This is an optimization exercise on Yosys and OpenROAD, whose aim is small area, not a production implementation. The RTL was checked by simulation tests, not by an equivalence proof against the original design. In every run shown here, the design's own scripts or RTL, not TritonCTS, make the clock network. The flow treats the clock pin as an ideal source. Dropping or thinning the clock tree relies on that and would not hold on a real chip. Power and IR drop assume default switching activity.

===== flow/config.mk =====
export PLATFORM = sky130hd
export DESIGN_NAME = top_module
export DESIGN_NICKNAME = top_module
export VERILOG_FILES = /design/flow/design.v
export SDC_FILE = /design/flow/constraint.sdc
export NUM_CORES = 4
export LEC_CHECK = 0
export ABC_AREA = 1
export CAP_MARGIN = 20
export CORE_MARGIN = 2
export CORE_UTILIZATION = 40
export SLEW_MARGIN = 20

===== flow/constraint.sdc =====
create_clock -name core_clock -period 10.0 [get_ports {i_clk}]
set_input_delay 2.0000 -clock core_clock [delete_from_list [all_inputs] [get_ports {i_clk}]]
set_output_delay 2.0000 -clock core_clock [all_outputs]
set_load 0.01 [all_outputs]

===== flow/design.v =====
module bcd_to_7seg(
    input wire [3:0] i_digit,
    output wire [6:0] o_seg
);
    wire [3:0] d = i_digit;
    assign o_seg[0] = !((d[3]) | (d[0] & d[2]) | (!d[0] & !d[2]) | (d[1]));
    assign o_seg[1] = !((!d[0] & !d[1]) | (!d[2]) | (d[0] & d[1]));
    assign o_seg[2] = (!d[0] & d[1] & !d[2]);
    assign o_seg[3] = (d[0] & !d[1] & !d[2] & !d[3]) | (d[0] & d[1] & d[2]) | (!d[0] & !d[1] & d[2]);
    assign o_seg[4] = (d[0]) | (!d[1] & d[2]);
    assign o_seg[5] = (d[0] & !d[2] & !d[3]) | (d[1] & !d[2]) | (d[0] & d[1]);
    assign o_seg[6] = (!d[1] & !d[2] & !d[3]) | (d[0] & d[1] & d[2]);
endmodule
module ssd_multiplex(
    input wire i_clk,
    input wire i_rst,
    input wire i_first,
    input wire [3:0] i_d0, i_d1, i_d2, i_d3,
    output wire [5:0] o_n,
    output wire [6:0] o_seg,
    output reg [3:0] o_an
);
    reg [1:0] r_sel;
    reg [5:0] r_refresh_counter;
    reg [3:0] r_current_digit;
    assign o_n = r_refresh_counter;
    bcd_to_7seg bcd_converter (
        .i_digit(r_current_digit),
        .o_seg(o_seg)
    );
    always @(posedge i_clk or posedge i_rst) begin
        if (i_rst) begin
            r_refresh_counter <= 6'd0;
            r_sel <= 2'd0;
        end else begin
            r_refresh_counter <= r_refresh_counter + 1'b1;
            if (r_refresh_counter == 6'd0 && !i_first)
                r_sel <= r_sel + 1'b1;
        end
    end
    always @(*) begin
        case (r_sel)
            2'd0: begin o_an = 4'b1110; r_current_digit = i_d0; end
            2'd1: begin o_an = 4'b1101; r_current_digit = i_d1; end
            2'd2: begin o_an = 4'b1011; r_current_digit = i_d2; end
            default: begin o_an = 4'b0111; r_current_digit = i_d3; end
        endcase
    end
endmodule
module clock_divider(
    input wire i_clk,
    input wire i_rst,
    input wire [1:0] i_n,
    output wire o_tick,
    output wire o_even50
);
    reg [4:0] r_q;
    wire w_g  = !((r_q[0] & r_q[3]) | r_q[2] | r_q[4]);
    wire w_fb = !((r_q[2] & r_q[4]) | w_g);
    assign o_tick = (r_q[3:0] == 4'b0000) && (i_n == 2'd1);
    assign o_even50 = (r_q[4:1] == 4'b0000) && !i_n[0];
    always @(posedge i_clk or posedge i_rst) begin
        if (i_rst)
            r_q <= 5'b00001;
        else
            r_q <= {r_q[3:0], w_fb};
    end
endmodule
module debounce(
    input wire i_clk,
    input wire i_rst,
    input wire i_btn_in,
    output reg o_btn_out
);
    reg [4:0] r_cnt;
    reg r_sync_0, r_sync_1;
    wire w_differ = r_sync_1 ^ o_btn_out;
    wire w_low0   = (r_cnt[3:0] == 4'd0);
    wire w_fb     = r_cnt[4] ^ r_cnt[1] ^ w_low0;
    wire w_last   = r_cnt[4] & w_low0;    
    always @(posedge i_clk or posedge i_rst) begin
        if (i_rst) begin
            r_sync_0 <= 1'b0;
            r_sync_1 <= 1'b0;
            r_cnt <= 5'd0;
            o_btn_out <= 1'b0;
        end else begin
            r_sync_0 <= i_btn_in;
            r_sync_1 <= r_sync_0;
            r_cnt <= w_differ ? {r_cnt[3:0], w_fb} : 5'd0;
            if (w_differ && w_last)
                o_btn_out <= r_sync_1;
        end
    end
endmodule
module clock_logic(
    input wire i_clk,
    input wire i_tick,
    input wire i_rst,
    input wire i_inc_hours,
    input wire i_inc_minutes,
    output reg [1:0] o_ht,
    output reg [3:0] o_hu,
    output reg [2:0] o_mt,
    output reg [3:0] o_mu
);
    wire w_mu9  = o_mu[3] & o_mu[0];                  
    wire w_mt5  = o_mt[2] & o_mt[0];                  
    wire w_m59  = w_mu9 && w_mt5;
    wire w_hu9  = o_hu[3] & o_hu[0];                  
    wire w_h23  = o_ht[1] & o_hu[1] & o_hu[0];        
    wire w_minc = i_tick && i_inc_minutes;
    wire w_hinc = i_tick && (i_inc_hours || (i_inc_minutes && w_m59));
    always @(posedge i_clk or posedge i_rst) begin
        if (i_rst) begin
            o_ht <= 2'd0;
            o_hu <= 4'd0;
            o_mt <= 3'd0;
            o_mu <= 4'd0;
        end else begin
            if (w_minc) begin
                if (w_mu9) begin
                    o_mu <= 4'd0;
                    o_mt <= w_mt5 ? 3'd0 : o_mt + 1'b1;
                end else begin
                    o_mu <= o_mu + 1'b1;
                end
            end
            if (w_hinc) begin
                if (w_h23) begin
                    o_ht <= 2'd0;
                    o_hu <= 4'd0;
                end else if (w_hu9) begin
                    o_ht <= {o_ht[0], !o_ht[0]};  
                    o_hu <= 4'd0;
                end else begin
                    o_hu <= o_hu + 1'b1;
                end
            end
        end
    end
endmodule
module led_controller(
    input wire i_clk,
    input wire i_rst,
    input wire [1:0] i_ht,
    input wire [3:0] i_hu,
    input wire [5:0] i_n,
    input wire i_even50,
    output wire o_first,
    output wire o_pwm_off,
    output wire o_anim_on
);
    reg [2:0] r_cls;
    wire [2:0] w_cls;
    wire w_on, w_anim_on;
    wire [3:0] i_cnt = i_n[3:0];
    assign w_cls[0] = !((i_hu[0] & i_hu[1] & !i_hu[2] & !i_ht[0] & !i_ht[1]));
    assign w_cls[1] = (!i_hu[1] & i_hu[2] & !i_ht[0]) | (i_hu[3] & i_ht[0]) | (i_ht[1]);
    assign w_cls[2] = !((i_hu[2]) | (i_hu[3]) | (i_ht[0]) | (!i_hu[0] & !i_hu[1] & i_ht[1]));
    assign w_on = !((!r_cls[0]) | (i_cnt[0] & i_cnt[1] & !r_cls[1] & !r_cls[2]) | (i_cnt[2] & !r_cls[1] & !r_cls[2]) | (i_cnt[3] & !r_cls[2]) | (i_cnt[1] & i_cnt[2] & !r_cls[2]) | (!i_cnt[0] & !i_cnt[1] & !i_cnt[2] & !i_cnt[3]) | (i_cnt[0] & i_cnt[1] & i_cnt[3] & r_cls[1]) | (i_cnt[2] & i_cnt[3] & r_cls[1]));
    assign w_anim_on = !((!r_cls[2]) | (!i_cnt[0] & !i_cnt[1] & !i_cnt[2] & !i_cnt[3]) | (i_cnt[0] & i_cnt[3]) | (i_cnt[1] & i_cnt[3]) | (i_cnt[2] & i_cnt[3]) | (r_cls[0]));
    assign o_first = (!r_cls[0] & !r_cls[2]);  
    assign o_pwm_off = !w_on;
    assign o_anim_on = w_anim_on;
    always @(posedge i_clk or posedge i_rst) begin
        if (i_rst)
            r_cls <= 3'b000;
        else if (!i_even50)
            r_cls <= w_cls;
    end
endmodule
module led_animator(
    input wire i_clk,
    input wire i_rst,
    input wire [3:0] i_n,
    output wire [3:0] o_pos
);
    localparam STEP_DELAY = 6'd40;
    reg [5:0] r_delay_cnt;
    wire [3:0] w_t = i_n + ~r_delay_cnt[3:0];
    assign o_pos = {w_t[3] ^ w_t[0], w_t[2:0]};
    always @(posedge i_clk or posedge i_rst) begin
        if (i_rst) begin
            r_delay_cnt <= STEP_DELAY;
        end else begin
            if (r_delay_cnt[5] & r_delay_cnt[3])  
                r_delay_cnt <= 6'd0;
            else
                r_delay_cnt <= r_delay_cnt + 1'b1;
        end
    end
endmodule
module pwm_led(
    input wire i_pwm_off,
    input wire i_anim_on,
    input wire [3:0] i_pos,
    output wire [15:0] o_leds
);
    wire [16:0] w_ge;    
    wire [16:0] w_nga;   
    genvar k;
    generate
        for (k = 0; k < 17; k = k + 1) begin : g_thr
            assign w_ge[k]  = (i_pos >= k);
            assign w_nga[k] = !(i_anim_on && w_ge[k]);
        end
        for (k = 0; k < 16; k = k + 1) begin : g_led
            if (k >= 12) begin : g_top
                assign o_leds[k] = !(i_pwm_off && w_nga[k - 3]);
            end else begin : g_mid
                assign o_leds[k] = !((w_nga[(k < 6) ? 3 : k - 3] || w_ge[k + 4]) && i_pwm_off);
            end
        end
    endgenerate
endmodule
module top_module(
    input wire i_clk,
    input wire i_rst,
    input wire i_btn_hours,
    input wire i_btn_minutes,
    output wire [6:0] o_seg,
    output wire [3:0] o_an,
    output wire [15:0] o_leds
);
    wire [5:0] w_n;        
    wire       w_first;    
    wire       w_tick;
    wire       w_even50;
    wire       w_btn_h_clean, w_btn_m_clean;
    wire [1:0] w_ht;
    wire [3:0] w_hu;
    wire [2:0] w_mt;
    wire [3:0] w_mu;
    wire       w_pwm_off, w_anim_on;
    wire [3:0] w_pos;
    ssd_multiplex display_inst (
        .i_clk(i_clk), .i_rst(i_rst),
        .i_d0(w_mu), .i_d1({1'b0, w_mt}), .i_d2(w_hu), .i_d3({2'b00, w_ht}),
        .i_first(w_first), .o_n(w_n),
        .o_seg(o_seg), .o_an(o_an)
    );
    clock_divider clkdiv_inst (
        .i_clk(i_clk), .i_rst(i_rst), .i_n(w_n[1:0]), .o_tick(w_tick), .o_even50(w_even50)
    );
    debounce db_hour (
        .i_clk(i_clk), .i_rst(i_rst), .i_btn_in(i_btn_hours), .o_btn_out(w_btn_h_clean)
    );
    debounce db_min (
        .i_clk(i_clk), .i_rst(i_rst), .i_btn_in(i_btn_minutes), .o_btn_out(w_btn_m_clean)
    );
    clock_logic clock_inst (
        .i_clk(i_clk), .i_tick(w_tick), .i_rst(i_rst),
        .i_inc_hours(w_btn_h_clean), .i_inc_minutes(w_btn_m_clean),
        .o_ht(w_ht), .o_hu(w_hu), .o_mt(w_mt), .o_mu(w_mu)
    );
    led_controller led_ctrl (
        .i_clk(i_clk), .i_rst(i_rst),
        .i_ht(w_ht), .i_hu(w_hu),
        .i_n(w_n), .i_even50(w_even50),
        .o_first(w_first), .o_pwm_off(w_pwm_off), .o_anim_on(w_anim_on)
    );
    led_animator animator (
        .i_clk(i_clk), .i_rst(i_rst), .i_n(w_n[3:0]), .o_pos(w_pos)
    );
    pwm_led pwm_inst (
        .i_pwm_off(w_pwm_off), .i_anim_on(w_anim_on), .i_pos(w_pos),
        .o_leds(o_leds)
    );
endmodule

===== flow/flow/run.sh =====
#!/bin/bash
# Layout flow: the standard ORFS flow with these changes.
#  - Synthesis: the standard script (synth_recipe.tcl), but without the
#    half/full-adder extraction and with an area-oriented ABC script
#    (flow/abc_area.script, tried with several seeds by flow/abc_multi.tcl).
#    Registers and their names are unchanged.
#  - Port buffers: buf_1 instead of the default buffer cell.
#  - Before global placement (flow/pre_gplace.tcl) the high-fanout reset
#    inverter becomes inv_2 (same area as inv_1, twice the drive).
# Each tool's output goes to the ORFS logs under orfs/logs, and make's own
# output to flow_make.log in the work folder.
set -euo pipefail
WORK=$PWD
ORFS_RESULTS=$WORK/orfs/results/${FLOW_PLATFORM}/top_module/base

# synthesis script: the standard flow's, with the ABC call replaced by flow/abc_multi.tcl
# (the ABC area script run with several deepsyn seeds; the smallest result
# is kept)
{
  head -n 1 "$WORK/synth_recipe.tcl"
  echo "set ::abc_script_dir $WORK/flow"
  echo "source $WORK/flow/abc_multi.tcl"
  tail -n +2 "$WORK/synth_recipe.tcl"
} > "$WORK/flow_synth.tcl"

export BUFFER_PORTS_ARGS="-buffer_cell sky130_fd_sc_hd__buf_1"
export PRE_GLOBAL_PLACE_TCL="$WORK/flow/pre_gplace.tcl"
export POST_CTS_TCL="$WORK/flow/post_cts.tcl"
export FLOW_CLK_SLEW_TARGET_PS=120
export CTS_ARGS="-sink_clustering_enable -repair_clock_nets -dont_use_dummy_load -buf_list {sky130_fd_sc_hd__clkbuf_2 sky130_fd_sc_hd__clkbuf_4 sky130_fd_sc_hd__clkbuf_8}"

MAKE_ARGS=(-C "$FLOW_HOME" DESIGN_CONFIG="$WORK/config.mk" WORK_HOME="$WORK/orfs"
  CLKGATE_MAP_FILE= ADDER_MAP_FILE= SYNTH_SCRIPT="$WORK/flow_synth.tcl")
make "${MAKE_ARGS[@]}" synth > "$WORK/flow_make.log" 2>&1

if grep -E '^ *sky130_fd_sc_hd__df[a-z0-9_]+ +_[0-9]+_ ' "$ORFS_RESULTS/1_2_yosys.v" > "$WORK/unnamed_flops.txt"; then
  echo "flip-flops without register names:" >&2
  cat "$WORK/unnamed_flops.txt" >&2
  exit 1
fi

make "${MAKE_ARGS[@]}" finish >> "$WORK/flow_make.log" 2>&1

: # left out here: write the final layout as DEF

===== flow/flow/abc_area.script =====
strash
&get -n
&deepsyn -J 20 -T 60
&put
dch -f
amap
topo
dnsize

===== flow/flow/abc_multi.tcl =====
# Replaces Yosys's abc command for ORFS's synthesis: runs ABC with
# flow/abc_area.script once per deepsyn seed in ::abc_seeds, each time on
# the same netlist, and keeps the result with the smallest cell area.
set ::abc_seeds {}
for {set s 0} {$s < 64} {incr s} { lappend ::abc_seeds $s }
proc abc {args} {
  set lib ""
  set i [lsearch -exact $args -liberty]
  if { $i >= 0 } { set lib [lindex $args [expr {$i + 1}]] }
  set base [open $::abc_script_dir/abc_area.script r]
  set text [read $base]
  close $base
  yosys design -save my_pre_abc
  set best_area -1
  set best_seed -1
  foreach seed $::abc_seeds {
    yosys design -load my_pre_abc
    set script $::env(OBJECTS_DIR)/abc_seed_$seed.script
    set f [open $script w]
    puts -nonewline $f [string map [list "&deepsyn " "&deepsyn -S $seed "] $text]
    close $f
    set a $args
    set j [lsearch -exact $a -script]
    lset a [expr {$j + 1}] $script
    yosys abc {*}$a
    set st [tee -q -s result.string stat -liberty $lib]
    set area 1e9
    regexp {Chip area for [^:]*:\s*([0-9.]+)} $st -> area
    puts "abc_multi: seed $seed area $area"
    if { $best_area < 0 || $area < $best_area } {
      set best_area $area
      set best_seed $seed
      yosys design -save my_best_abc
    }
  }
  puts "abc_multi: kept seed $best_seed, area $best_area"
  yosys design -load my_best_abc
}

===== flow/flow/post_cts.tcl =====
# After CTS: the clock tree is one root buffer (the only cell the clock
# port drives) feeding leaf buffers that feed the flip-flops. Each of these
# buffers is replaced by an inverter (two inverting levels keep the clock's
# polarity at every flip-flop; nets and connections stay as CTS made them),
# and each inverter gets the smallest size that keeps every flip-flop clock
# pin's estimated slew under FLOW_CLK_SLEW_TARGET_PS. The root is sized
# first, against leaves at their largest size.
set block [ord::get_db_block]
set target [expr {$::env(FLOW_CLK_SLEW_TARGET_PS) * 1e-3}] ;# ns, the STA user unit
set sizes {sky130_fd_sc_hd__inv_2 sky130_fd_sc_hd__inv_4 sky130_fd_sc_hd__inv_6 sky130_fd_sc_hd__inv_8 sky130_fd_sc_hd__inv_12 sky130_fd_sc_hd__inv_16}

proc out_net {inst} {
  foreach it [$inst getITerms] { if {[$it isOutputSignal]} { return [$it getNet] } }
  return {}
}
proc in_net {inst} {
  foreach it [$inst getITerms] { if {[$it isInputSignal]} { return [$it getNet] } }
  return {}
}
# replace a buffer by an inverter of master m at the same place, same nets
proc to_inverter {inst m} {
  set block [ord::get_db_block]
  set a [in_net $inst]
  set y [out_net $inst]
  set name [$inst getName]
  set loc [$inst getLocation]
  set orient [$inst getOrient]
  odb::dbInst_destroy $inst
  set new [odb::dbInst_create $block [[ord::get_db] findMaster $m] $name]
  $new setOrient $orient
  $new setLocation [lindex $loc 0] [lindex $loc 1]
  $new setPlacementStatus PLACED
  [$new findITerm A] connect $a
  [$new findITerm Y] connect $y
  return $new
}
proc worst_sink_slew {net} {
  set w 0
  foreach it [$net getITerms] {
    if {![$it isInputSignal]} { continue }
    set pin [get_pins [[$it getInst] getName]/[[$it getMTerm] getName]]
    foreach p {slew_max_rise slew_max_fall} {
      set s [get_property $pin $p]
      if {$s > $w} { set w $s }
    }
  }
  return $w
}
proc try_sizes {inst nets sizes target} {
  foreach m $sizes {
    $inst swapMaster [[ord::get_db] findMaster $m]
    estimate_parasitics -placement
    set w 0
    foreach n $nets { set w [expr {max($w, [worst_sink_slew $n])}] }
    if {$w <= $target} { return "$m [format %.1f [expr {$w * 1e3}]]ps" }
  }
  return "[lindex $sizes end] (over target)"
}

set clk_net [[$block findBTerm i_clk] getNet]
set roots {}
foreach it [$clk_net getITerms] { if {[$it isInputSignal]} { lappend roots [$it getInst] } }
if {[llength $roots] == 1} {
  set root [lindex $roots 0]
  set leaves {}
  foreach it [[out_net $root] getITerms] {
    set inst [$it getInst]
    if {$inst ne $root && [string match "sky130_fd_sc_hd__clkbuf_*" [[$inst getMaster] getName]]} { lappend leaves $inst }
  }
  # every leaf must be a buffer that drives only flip-flop clock pins
  set ok [expr {[llength $leaves] > 0}]
  foreach l $leaves {
    foreach it [[out_net $l] getITerms] {
      if {[$it getInst] ne $l && ![string match "sky130_fd_sc_hd__df*" [[[$it getInst] getMaster] getName]]} { set ok 0 }
    }
  }
  if {$ok} {
    set new_leaves {}
    foreach l $leaves { lappend new_leaves [to_inverter $l [lindex $sizes end]] }
    set root [to_inverter $root [lindex $sizes 0]]
    set leaf_nets {}
    foreach l $new_leaves { lappend leaf_nets [out_net $l] }
    puts "post_cts: root [$root getName] -> [try_sizes $root $leaf_nets $sizes $target]"
    foreach l $new_leaves {
      puts "post_cts: leaf [$l getName] -> [try_sizes $l [list [out_net $l]] $sizes $target]"
    }
    detailed_placement
    check_placement -verbose
    estimate_parasitics -placement
    report_clock_skew
  } else {
    puts "post_cts: clock tree not in the expected form, left as CTS made it"
  }
}

===== flow/flow/pre_gplace.tcl =====
# Before global placement: an inverter from synthesis that drives many
# pins (the reset inverter feeding every flip-flop's RESET_B/SET_B) becomes
# inv_2, which has the same area as inv_1/clkinv_1 and twice the drive, so
# placement's repair does not buffer that net.
set block [ord::get_db_block]
set inv2 [[ord::get_db] findMaster sky130_fd_sc_hd__inv_2]
foreach inst [$block getInsts] {
  set m [[$inst getMaster] getName]
  if {$m ne "sky130_fd_sc_hd__clkinv_1" && $m ne "sky130_fd_sc_hd__inv_1"} { continue }
  foreach it [$inst getITerms] {
    if {![$it isOutputSignal]} { continue }
    set net [$it getNet]
    if {$net eq "NULL" || $net eq ""} { continue }
    set fanout [expr {[llength [$net getITerms]] - 1}]
    if {$fanout >= 16} {
      $inst swapMaster $inv2
      puts "pre_gplace: [$inst getName] ($m, fanout $fanout) -> sky130_fd_sc_hd__inv_2"
    }
  }
}

===== flow/standard.sh =====
#!/bin/bash
# synth_recipe.tcl (not shown) runs the flow's synth.tcl, then flattens the netlist and writes it again
# the make line also repeats each setting of config.mk as NAME=value (left out here)
make -C /OpenROAD-flow-scripts/flow DESIGN_CONFIG=/design/flow/config.mk WORK_HOME=/design/flow/orfs CLKGATE_MAP_FILE= SYNTH_SCRIPT=/design/flow/synth_recipe.tcl "${@:-finish}"

==> impl_metrics.csv, run 1 <==
group,metric,value,unit
clock_network,clkSlewWorstSetupHoldPaths,0.09,ns
job,max-cap-violations,0,
layout,ff_latch_area,1280,um^2
layout,final_common_cell,"nor2_1",
pwr,switching_share,40.0,%
pwr,power.density,202,nW/um^2
synth,synthMuxAreaShare,0,%
global_route,antenna_found_initial,0,
synth,syn-mean-instance-area,8.49,um^2
synth,yosys.area_share.simple,20.4,%
floorplanning,fp.dieH,80.5,um
drt,vias_per_cell,5.11,
critical_path,r2r.worst_path.cells,14,
synth,netlist.top_cell.by_area,"dfrtp_1",
global_route,grt_max_degree,52,
drt,ant_nets,0,
layout,num-fill-cells,542,
outcome,status,"timing/DRC/antenna clean",
pwr,clock_power_share,15.9,%
pwr,pwr-share-seq,48.8,%
synth,synth-async-reset-ratio,100,%
timing,final-setup-viol-count,0,
timing,whs,0.355,ns
placement,dpl.hpwl,3270,um
drt,vias,1956,
timing,fmax,210,MHz
timing,setup_tns,0,ns
drt,wl_per_cell,11.2,um
pwr,comb_power_share,35.3,%
floorplanning,core_area,5570,um^2
floorplanning,row_count,27,
synth,synth.distinct_cells,28,
global_route,grt_overflow_total,0,
critical_path,cp_max_fo,5,
global_route,track_usage,14.9,%
timing,min_period,4.77,ns
timing,slew_headroom,43.0,%
critical_path,rrSetupSlack,7.31,ns
timing,grt_setup_unrepaired,"false",
critical_path,start_kind,"flop",
synth,netlist_top_cells_area,"dfrtp_1 51%, nor2_1 11%, clkinv_1 6.7%, a21oi_1 4.5%, dfstp_2 3.4%",
critical_path,r2r-end,"clock_inst.o_hu[3]",
layout,multi_input_area,906,um^2
layout,drive_gt1_share,2.89,%
drt,drc,0,
synth,synth_nets,280,
clock_network,worstSkewPairLatency,0.24,ns
floorplanning,boundaryPins,31,
floorplanning,die_x,80.5,um
layout,fin_cells,383,
synth,yosysWarnings,6,
pwr,p_sw,209,uW
min_path,min_path_type,"reg2reg",
drt,first_iter_violations,78,
floorplanning,initial_utilization,42.0,%
critical_path,required,8.00,ns
placement,io_buffers,30,
global_route,grt_pass1_wl,7620,um
synth,ys_ff_latch,51,
drt,drt_pass1_iterations,4,
clock_network,cts_num_sinks,51,
timing,tightest_slew,0.854,ns
synth,synth_fa_ha_area_share,0,%
critical_path,crit_path_start,"display_inst.r_sel[0]",
drt,wl,4290,um
critical_path,cp-endpoint,"o_seg[5]",
synth,synth_area,2340,um^2
timing,finalHoldViolCount,0,
placement,place_inst,378,
synth,synth_edf_count,0,
critical_path,reg2reg_from,"display_inst.r_refresh_counter[0]",
synth,synth_top_cell_area_share,51.3,%
layout,n_antenna_cell,0,
layout,area_growth,10.4,%
floorplanning,design.die.area,6490,um^2
timing,fin_crit_sh,47.7,%
pwr,power.leakage,0.00110,uW
placement,gp_congestion,0.794,
timing,skew,0.0202,ns
pwr,p_int,313,uW
synth,synthCells,276,
synth,yosys_most_used_dff,"dfrtp_1",
global_route,grt_pass1_vias,1744,
synth,synth_compound_area_share,18.3,%
layout,nNetsFinal,317,
pwr,vdd_drop_max,108,uV
synth,synth_top_family_by_area,"simple AND/OR/NAND/NOR gates",
critical_path,crit_arrival,2.77,ns
critical_path,end_kind,"output pin",
synth,seq_area_frac_synth,54.6,%
critical_path,setup.worst_path.class,"reg2out",
timing,maxSlewViolCount,0,
layout,layout_common_cells,"71 x nor2_1, 48 x dfrtp_1, 41 x clkinv_1",
synth,synth-xor-area-share,0,%
## power groups by stage
stage	logic (uW)	registers [uW]	clock network, uW
global route	212	259	97.0
floorplan	138	253	0
finish	184	255	82.7
global placement	184	258	0
detailed placement	185	259	0
## per-stage QoR
stage | utilization (%) | area (um^2) | setup slack, ns | power [uW]
floorplan | - | 2340 | 5.52 | 391
global placement | 45.7 | 2550 | 5.65 | 443
detailed placement | 45.7 | 2550 | 5.51 | 445
global route | 46.4 | 2590 | 4.90 | 567
finish | 46.4 | 2590 | 5.23 | 522
## cell families after synthesis
family                 count (synthesis)
and+or+nand+nor                      114
buffers and inverters                 42
DFF                                   51
AOI/OAI and AO/OA                     69
## worst max-delay path, stage by stage (launching register included)
cell and delay [ns]:
dfrtp_1 0.38, clkinv_1 0.12, nand2_1 0.18, o22ai_1 0.09, a221oi_1 0.43, clkinv_1 0.20, o21ai_0 0.32, a21boi_0 0.28
o21ai_0 0.14, nor2_1 0.14, o21a_1 0.12, buf_1 0.14
## cell usage after synthesis (all sizes together), types with 2 or more instances
cell type and instances:
a211oi 5, a21oi 21, and3 2, clkinv 42, dfrtp 48, dfstp 3
nand2 17, nand3 4, nor2 71, nor2b 7, nor3 8, nor4 2
o21a 5, o21ai 13, o221ai 2, o22ai 12, o32ai 2, or2 2
## registers in the layout, indices dropped and copies added, names as in the netlist
register and cells:
display_inst.r_sel 2, db_hour.r_cnt 5, clock_inst.o_mt 3, db_min.r_cnt 5, clkdiv_inst.r_q 5, db_hour.r_sync_0 1
clock_inst.o_ht 2, clock_inst.o_hu 4, display_inst.r_refresh_counter 6, db_hour.o_btn_out 1, db_hour.r_sync_1 1, animator.r_delay_cnt 6
led_ctrl.r_cls 3, clock_inst.o_mu 4, db_min.r_sync_1 1, db_min.o_btn_out 1, db_min.r_sync_0 1
## how the worst min path moves through the flow
stage / startpoint / end / slack [ns] / cells past startpoint
finish: db_min.r_sync_0 / db_min.r_sync_1 / 0.36 / 0
floorplan: db_hour.r_sync_0 / db_hour.r_sync_1 / 0.33 / 0
global route: db_hour.r_sync_0 / db_hour.r_sync_1 / 0.37 / 0
detailed placement: db_min.r_sync_0 / db_min.r_sync_1 / 0.34 / 0
global placement: db_hour.r_sync_0 / db_hour.r_sync_1 / 0.33 / 0
## layer usage
metal	wire, um	track usage [%]
met5	0	0
met4	27	4.07
met3	183	3.48
met2	1900	23.3
met1	2180	20.9
## area by class of cell
| cell class | count | area share [%] |
|---|---|---|
| Inverter | 47 | 7.64 |
| Sequential cell | 51 | 49.5 |
| Multi-Input combinational cell | 183 | 35.0 |
| Tap cell | 72 | 3.48 |
| Timing Repair Buffer | 30 | 4.35 |
==> run 2, diff against run 1 <==
--- a/flow/flow/run.sh
+++ b/flow/flow/run.sh
@@ -26,7 +26,7 @@
 export BUFFER_PORTS_ARGS="-buffer_cell sky130_fd_sc_hd__buf_1"
 export PRE_GLOBAL_PLACE_TCL="$WORK/flow/pre_gplace.tcl"
 export POST_CTS_TCL="$WORK/flow/post_cts.tcl"
-export FLOW_CLK_SLEW_TARGET_PS=120
+export FLOW_CLK_SLEW_TARGET_PS=126
 export CTS_ARGS="-sink_clustering_enable -repair_clock_nets -dont_use_dummy_load -buf_list {sky130_fd_sc_hd__clkbuf_2 sky130_fd_sc_hd__clkbuf_4 sky130_fd_sc_hd__clkbuf_8}"
 
 MAKE_ARGS=(-C "$FLOW_HOME" DESIGN_CONFIG="$WORK/config.mk" WORK_HOME="$WORK/orfs"
==> run 2 against run 1 <==
Still clean. Combinational power about the same. Register-to-register slack about the same. Synthesized cell count is the same. Critical path type unchanged. Critical endpoint unchanged.
==> impl_metrics.csv, run 2 <==
group,metric,value,unit
drt,ant_nets,0,
layout,n_antenna_cell,0,
layout,layout_common_cells,"71 x nor2_1, 48 x dfrtp_1, 41 x clkinv_1",
floorplanning,core_area,5570,um^2
floorplanning,initial_utilization,42.0,%
critical_path,setup.worst_path.class,"reg2out",
drt,drc,0,
placement,gp_congestion,0.794,
synth,synth_area,2340,um^2
global_route,grt_overflow_total,0,
global_route,antenna_found_initial,0,
pwr,pwr-share-seq,49.0,%
timing,tightest_slew,0.854,ns
global_route,grt_max_degree,52,
drt,first_iter_violations,78,
pwr,comb_power_share,35.5,%
floorplanning,row_count,27,
timing,grt_setup_unrepaired,"false",
pwr,switching_share,39.9,%
global_route,use_met3,3.48,%
layout,nNetsFinal,317,
synth,netlist_top_cells_area,"dfrtp_1 51%, nor2_1 11%, clkinv_1 6.7%, a21oi_1 4.5%, dfstp_2 3.4%",
floorplanning,design.die.area,6490,um^2
timing,fmax,210,MHz
clock_network,worstSkewPairLatency,0.24,ns
synth,netlist.top_cell.by_area,"dfrtp_1",
floorplanning,fp.dieH,80.5,um
synth,yosysWarnings,6,
critical_path,end_kind,"output pin",
floorplanning,boundaryPins,31,
synth,ys_ff_latch,51,
synth,synth-async-reset-ratio,100,%
timing,skew,0.0329,ns
synth,synth_edf_count,0,
synth,syn-mean-instance-area,8.49,um^2
pwr,power.leakage,0.00110,uW
synth,synth_most_common_cell,"nor2_1",
synth,synth_top_cell_area_share,51.3,%
synth,synth.distinct_cells,28,
layout,num-fill-cells,541,
critical_path,crit_path_start,"display_inst.r_sel[0]",
layout,final_common_cell,"nor2_1",
global_route,grtUsageMet1,20.9,%
min_path,min_path_type,"reg2reg",
critical_path,cp_max_fo,5,
drt,wl,4300,um
pwr,vdd_drop_max,106,uV
synth,synthCells,276,
timing,layout_setup_ws,5.23,ns
floorplanning,die_x,80.5,um
min_path,hp-start,"db_min.r_sync_0",
drt,wl_per_cell,11.2,um
outcome,status,"timing/DRC/antenna clean",
timing,maxSlewViolCount,0,
layout,reg.largest.list,"animator.r_delay_cnt x6, display_inst.r_refresh_counter x6",
timing,final-setup-viol-count,0,
drt,drt_pass1_iterations,4,
global_route,track_usage,14.9,%
global_route,grt.busiest_layer,"met2",
critical_path,crit_arrival,2.77,ns
placement,io_buffers,30,
timing,min_period,4.77,ns
global_route,grt_pass1_vias,1744,
placement,pre_cts_ws,5.51,ns
critical_path,start_kind,"flop",
timing,slew_headroom,43.0,%
job,max-cap-violations,0,
critical_path,rrSetupSlack,7.31,ns
critical_path,required,8.00,ns
placement,dpl.hpwl,3270,um
pwr,power.density,201,nW/um^2
layout,drive_gt1_share,2.89,%
timing,finalHoldViolCount,0,
synth,seq_area_frac_synth,54.6,%
global_route,grt_pass1_wl,7620,um
timing,fin_crit_sh,47.7,%
critical_path,reg2reg_from,"display_inst.r_refresh_counter[0]",
layout,area_growth,10.3,%
pwr,p_int,312,uW
clock_network,cts_num_sinks,51,
timing,setup_tns,0,ns
drt,vias_per_cell,5.15,
global_route,met2_usage,23.3,%
synth,synth_common_cells,"71 x nor2_1, 48 x dfrtp_1, 42 x clkinv_1, 21 x a21oi_1, 17 x nand2_1",
pwr,clock_power_share,15.5,%
pwr,p_sw,207,uW
pwr,report.power.total,519,uW
drt,vias,1971,
synth,synth_nets,280,
synth,yosys_most_used_dff,"dfrtp_1",
clock_network,clkSlewWorstSetupHoldPaths,0.09,ns
==> run 2: cell counts after synthesis <==
Identical to the previous run, type by type.
==> run 2: cell type report <==
class / count / area, um^2 / area share (%)
flip-flops and latches: 51 / 1280 / 49.5
multi-input cells: 183 / 906 / 35.1
inverters: 47 / 195 / 7.55
repair buffers: 30 / 113 / 4.36
well taps: 72 / 90.1 / 3.49
==> run 2: worst paths after layout <==
kind | endpoint | depth (start not counted)
worst max register to register | clock_inst.o_hu[3] | 14
worst max-delay path | o_seg[5] | 11
worst min-delay path | db_min.r_sync_1 | 0
worst min register to register | db_min.r_sync_1 | 0
max in group asynchronous | display_inst.r_sel[1] | 2
min in group asynchronous | db_hour.r_cnt[0] | 2
==> run 2: worst max-delay path, stage by stage, from the launching register on <==
cell	delay, ns
dfrtp_1	0.38
clkinv_1	0.12
nand2_1	0.18
o22ai_1	0.10
a221oi_1	0.43
clkinv_1	0.20
o21ai_0	0.32
a21boi_0	0.28
o21ai_0	0.14
nor2_1	0.14
o21a_1	0.12
buf_1	0.14
==> run 2: through the flow <==
stage	hold WS, ns	cells	area, um^2	utilization, %
2_1_floorplan	0.331	276	2340	-
3_3_place_gp	0.333	378	2550	45.7
3_5_place_dp	0.336	378	2550	45.7
5_1_grt	0.373	383	2580	46.4
6_report	0.355	383	2580	46.4
==> run 2: power by group through the flow <==
stage               clock network, uW  registers (uW)  logic (uW)
global route                     94.6             259         212
finish                           80.3             255         184
detailed placement                  0             259         185
floorplan                           0             253         138
global placement                    0             258         184
==> run 2: logic make-up (layout without fill, tap and decap cells) <==
| logic type | after synthesis | count (layout) | share of synthesized area [%] |
|---|---|---|---|
| and+or+nand+nor | 114 | 114 | 20.4 |
| buffers and inverters | 42 | 77 | 6.73 |
| AOI/OAI and AO/OA | 69 | 69 | 18.3 |
| DFF | 51 | 51 | 54.6 |
==> run 2: routing by layer <==
metal	part of all wire, %	vias to the layer above
li1	-	1013
met1	50	903
met2	44	53
met3	4.6	2
met4	0.63	0
met5	0	-

-- re-timing with driven ports --
No port has a modelled driver above. Below, the same layouts with a new extraction and two added sets of constraints.
Step 1, drivers: a clkbuf_16 drives i_clk and a buf_2 each remaining input, both assumed.
Step 2 also shifts input and output timing later by t, the mid clock arrival at the registers, as if the neighbouring blocks saw the same clock.
a / b / c = ideal ports / drivers / drivers and shift; a / b = the first two.
run | shift t [ns] | setup WS [ns] | worst setup path at the end
run 1 | 0.259 | 5.234 / 5.204 / 5.463 | register to output
run 2 | 0.255 | 5.233 / 5.203 / 5.458 | register to output
After both steps setup and hold are still met in every run listed.
